Context: an optimization exercise on an open-source flow, tuned for small area, a short achievable clock period and few clock cycles per item. The choices shown serve that exercise and are no tape-out recipe.
RTL that was checked went through simulation tests only; none was proved equivalent to the original.

## onyx
## sdiv_unit
module sdiv_unit #(parameter STEP = 4) (
		input clk,
		input rst,
		input [63 : 0] data_in_bus,
		input [1 : 0] valid_in_bus,
		output [1 : 0] ready_in_bus,
		output [31 : 0] data_out_bus,
		output [0 : 0] valid_out_bus,
		input [0 : 0] ready_out_bus
);
	localparam NCH = 32 / STEP;           
	localparam CW = 3;                    
	reg [31:0] ia, ib;
	reg fa, fb;           
	reg rdy_a, rdy_b;     
	reg iter;
	reg [31:0] rem;       
	reg [31:0] aq;        
	reg [31:0] bd;        
	reg [CW-1:0] cnt;     
	reg qneg;
	reg [1:0] nq;         
	reg vout;             
	reg hnz;              
	reg [31:0] odat;      
	assign ready_in_bus = {rdy_b, rdy_a};
	assign valid_out_bus = vout;
	assign data_out_bus = odat;
	function [32:0] bkadd(input [32:0] x, input [32:0] y, input ci);
		reg [32:0] g, p, p0;
		integer d, i;
		begin
			p0 = x ^ y;
			g = x & y;
			p = p0;
			g[0] = g[0] | (p[0] & ci);
			for (d = 1; d < 33; d = d * 2)
				for (i = 2 * d - 1; i < 33; i = i + 2 * d) begin
					g[i] = g[i] | (p[i] & g[i - d]);
					p[i] = p[i] & p[i - d];
				end
			for (d = 16; d >= 1; d = d / 2)
  ...
For scale: ~2000 cells after synthesis, roughly 100 I/O pins, ~0.019 sq mm of cells after synthesis.
==> module sdiv_unit, before the edit <==
module sdiv_unit #(parameter STEP = 4) (
		input clk,
		input rst,
		input [63 : 0] data_in_bus,
		input [1 : 0] valid_in_bus,
		output [1 : 0] ready_in_bus,
		output [31 : 0] data_out_bus,
		output [0 : 0] valid_out_bus,
		input [0 : 0] ready_out_bus
);
	localparam NCH = 32 / STEP;           
	localparam CW = 3;                    
	reg [31:0] ia, ib;
	reg fa, fb;           
	reg rdy_a, rdy_b;     
	reg iter;
	reg [31:0] rem;       
	reg [31:0] aq;        
	reg [31:0] bd;        
	reg [CW-1:0] cnt;     
	reg qneg;
	reg [1:0] nq;         
	reg vout;             
	reg hnz;              
	reg [31:0] odat;      
	assign ready_in_bus = {rdy_b, rdy_a};
	assign valid_out_bus = vout;
	assign data_out_bus = odat;
	function [32:0] bkadd(input [32:0] x, input [32:0] y, input ci);
		reg [32:0] g, p, p0;
		integer d, i;
		begin
			p0 = x ^ y;
			g = x & y;
			p = p0;
			g[0] = g[0] | (p[0] & ci);
			for (d = 1; d < 33; d = d * 2)
				for (i = 2 * d - 1; i < 33; i = i + 2 * d) begin
					g[i] = g[i] | (p[i] & g[i - d]);
					p[i] = p[i] & p[i - d];
				end
			for (d = 16; d >= 1; d = d / 2)
				for (i = 3 * d - 1; i < 33; i = i + 2 * d) begin
					g[i] = g[i] | (p[i] & g[i - d]);
					p[i] = p[i] & p[i - d];
				end
			bkadd = p0 ^ {g[31:0], ci};
		end
	endfunction
	function [31:0] cneg(input [31:0] x, input c);
		reg [31:0] o;
		integer d, i;
		begin
			o = {x[30:0], 1'b0};    
			for (d = 1; d < 32; d = d * 2)
				for (i = 31; i >= d; i = i - 1)
					o[i] = o[i] | o[i - d];
			cneg = x ^ ({32{c}} & o);
		end
	endfunction
	function [5:0] blen(input [31:0] x);
		integer i;
		begin
			blen = 6'd0;
			for (i = 0; i < 32; i = i + 1)
				if (x[i]) blen = i + 1;
		end
	endfunction
	wire aneg = ia[31];
	wire [31:0] absa = cneg(ia, aneg);
	wire [31:0] bx = ib ^ {32{ib[31]}};   
	wire [5:0] la = blen(absa);
	wire [5:0] lb = blen(bx);
	wire qzero = (la < lb);                       
	wire [6:0] nqb = la - lb + 1;                 
	wire [6:0] nqc = (nqb > 32) ? 7'd32 : nqb;
	wire [CW:0] nch = (nqc + STEP - 1) / STEP;    
	wire [CW-1:0] shc = NCH - nch;                
	wire [63:0] fun = {32'd0, absa} << (shc * STEP);
	wire bneg = bd[31];
	reg [31:0] r_i, q_i;
	reg [32:0] t;
	wire [32:0] dneg = {1'b1, bd ^ {32{~bneg}}};    
	integer k;
	always @(*) begin
		r_i = rem;
		q_i = aq;
		for (k = 0; k < STEP; k = k + 1) begin
			t = bkadd({r_i, q_i[31]}, dneg, ~bneg);
			r_i = t[32] ? {r_i[30:0], q_i[31]} : t[31:0];
			q_i = {q_i[30:0], ~t[32]};
		end
	end
	wire take_a = valid_in_bus[0] & rdy_a;
	wire take_b = valid_in_bus[1] & rdy_b;
	wire take_o = vout & ready_out_bus[0];
	wire last = iter & (cnt == 0);
	wire nzw = last & (nq == 2'd0);    
	wire unit_free = ~iter | nzw;
	wire consume = fa & fb & unit_free & (~qzero | (nq != 2'd3));
	wire start = consume & ~qzero;     
	wire zw = consume & qzero;         
	wire fa_n = (fa & ~consume) | take_a;
	wire fb_n = (fb & ~consume) | take_b;
	wire iter_n = start | (iter & ~nzw);
	wire [CW-1:0] cnt_n = start ? nch - 1'b1 : (iter & ~last) ? cnt - 1'b1 : cnt;
	wire [1:0] nq_s = nq + nzw + zw;
	wire [1:0] nq_t = nq_s - 1'b1;
	wire [1:0] nq_n = take_o ? nq_t : nq_s;
	wire last_n = iter_n & (cnt_n == 0);
	wire sure_s = (~iter_n & (nq_s != 2'd3)) | (last_n & (nq_s == 2'd0));
	wire sure_t = (~iter_n & (nq_t != 2'd3)) | (last_n & (nq_t == 2'd0));
	wire sure_n = take_o ? sure_t : sure_s;
	always @(posedge clk, posedge rst)
		if (rst) begin
			fa <= 1'b0;
			fb <= 1'b0;
			rdy_a <= 1'b1;
			rdy_b <= 1'b1;
			iter <= 1'b0;
			nq <= 2'd0;
			vout <= 1'b0;
			hnz <= 1'b0;
		end else begin
			fa <= fa_n;
			fb <= fb_n;
			rdy_a <= ~fa_n | (fb_n & sure_n);
			rdy_b <= ~fb_n | (fa_n & sure_n);
			iter <= iter_n;
			nq <= nq_n;
			vout <= take_o ? (nq_t != 2'd0) : (nq_s != 2'd0);
			hnz <= nzw | (hnz & ~take_o);
		end
	always @(posedge clk) begin
		if (~fa | consume) ia <= data_in_bus[31:0];
		if (~fb | consume) ib <= data_in_bus[63:32];
		cnt <= cnt_n;
		if (start) begin
			qneg <= ia[31] ^ ib[31];
			bd <= ib;
			rem <= fun[63:32];
			aq <= fun[31:0];
		end else if (iter & ~last) begin
			rem <= r_i;
			aq <= q_i;
		end
		if (nzw) odat <= cneg(q_i, qneg);
		else if ((take_o & hnz) | (zw & (nq == 2'd0))) odat <= 32'd0;
	end
endmodule
export LEC_CHECK = 0
export CAP_MARGIN = 20
export CORE_MARGIN = 2
export CORE_UTILIZATION = 65
export SLEW_MARGIN = 20
create_clock -name core_clock -period 110.0 [get_ports {clk}]
run.sh (not shown) runs the stock make flow with config.mk's settings and CLKGATE_MAP_FILE= SYNTH_SCRIPT=/design/flow/synth_recipe.tcl, a recipe that flattens the netlist after the stock synthesis.
> inputs changed (onyx -> raven)
-- flow/design.v --
<<< onyx, line 105
	wire iter_n = start | (iter & ~nzw);
	wire [CW-1:0] cnt_n = start ? nch - 1'b1 : (iter & ~last) ? cnt - 1'b1 : cnt;
	wire [1:0] nq_s = nq + nzw + zw;
	wire [1:0] nq_t = nq_s - 1'b1;
	wire [1:0] nq_n = take_o ? nq_t : nq_s;
	wire last_n = iter_n & (cnt_n == 0);
	wire sure_s = (~iter_n & (nq_s != 2'd3)) | (last_n & (nq_s == 2'd0));
	wire sure_t = (~iter_n & (nq_t != 2'd3)) | (last_n & (nq_t == 2'd0));
	wire sure_n = take_o ? sure_t : sure_s;
	always @(posedge clk, posedge rst)
		if (rst) begin
>>> raven, line 105
	wire iter_n = start | (iter & ~nzw);
	wire [CW-1:0] cnt_n = start ? nch - 1'b1 : (iter & ~last) ? cnt - 1'b1 : cnt;
	wire [1:0] nq_n = nq - take_o + nzw + zw;
	wire sure_n = (~iter_n & (nq_n != 2'd3)) | (iter_n & (cnt_n == 0) & (nq_n == 2'd0));
	always @(posedge clk, posedge rst)
		if (rst) begin
<<< onyx, line 129
			iter <= iter_n;
			nq <= nq_n;
			vout <= take_o ? (nq_t != 2'd0) : (nq_s != 2'd0);
			hnz <= nzw | (hnz & ~take_o);
		end
>>> raven, line 124
			iter <= iter_n;
			nq <= nq_n;
			vout <= (nq_n != 2'd0);
			hnz <= nzw | (hnz & ~take_o);
		end
==> comparison <==
raven ended with more end-of-flow core utilization than onyx.
In raven, worst-case setup slack after placement is lower than in onyx.
Looking at global-route usage, raven sits 0.89 points below onyx.
Type of the worst setup path = input port to flop: raven; type of the worst setup path = flop to output pin: onyx
Relative to onyx, the final cell area reported for raven is lower.
onyx ended up with sky130_fd_sc_hd__edfxtp_1 as its commonest non-fill, non-tap cell in the layout; raven ended up with sky130_fd_sc_hd__nand2_1.
raven vs. onyx: total clock buffers created by CTS -4.2%; synthesized area -570 sq um; die outline area dropped 3.0%.
Testbench counts of raven, summed over its fixed seeds: cycles 27,293, items 12,000.
No functional check of the RTL was part of onyx.

## afterwards: timing with drivers on the ports
How much do the figures lean on ideal ports? The routed layouts below were timed once more, with nothing changed but the port constraints. Step 1 (the two cells are an assumption about what drives the block):
set clk [get_ports {clk}]
set_driving_cell -lib_cell sky130_fd_sc_hd__clkbuf_16 $clk
set_driving_cell -lib_cell sky130_fd_sc_hd__buf_2 [delete_from_list [all_inputs] $clk]
Step 2 also shifts input and output timing later by t, the mid clock arrival at the registers, as if the neighbouring blocks saw the same clock. Three values: ideal, step 1, step 2; two values: the first two.
| run | t, ns | slack for setup (ns) | worst setup path after step 2 | worst register clock-pin slew, ns | worst data-port slew with drivers (ns) |
|---|---|---|---|---|---|
| onyx | 0.591 | 86.385 / 86.336 / 86.430 | input to register | 0.06 / 0.06 | 0.04 |
| raven | 0.577 | 86.176 / 86.200 / 85.623 | input to register | 0.07 / 0.07 | 0.04 |
After both steps setup and hold are still met in every run listed. For raven, which loses most, drivers alone change the setup slack by +0.024 ns; drivers and shift together by -0.553 ns.
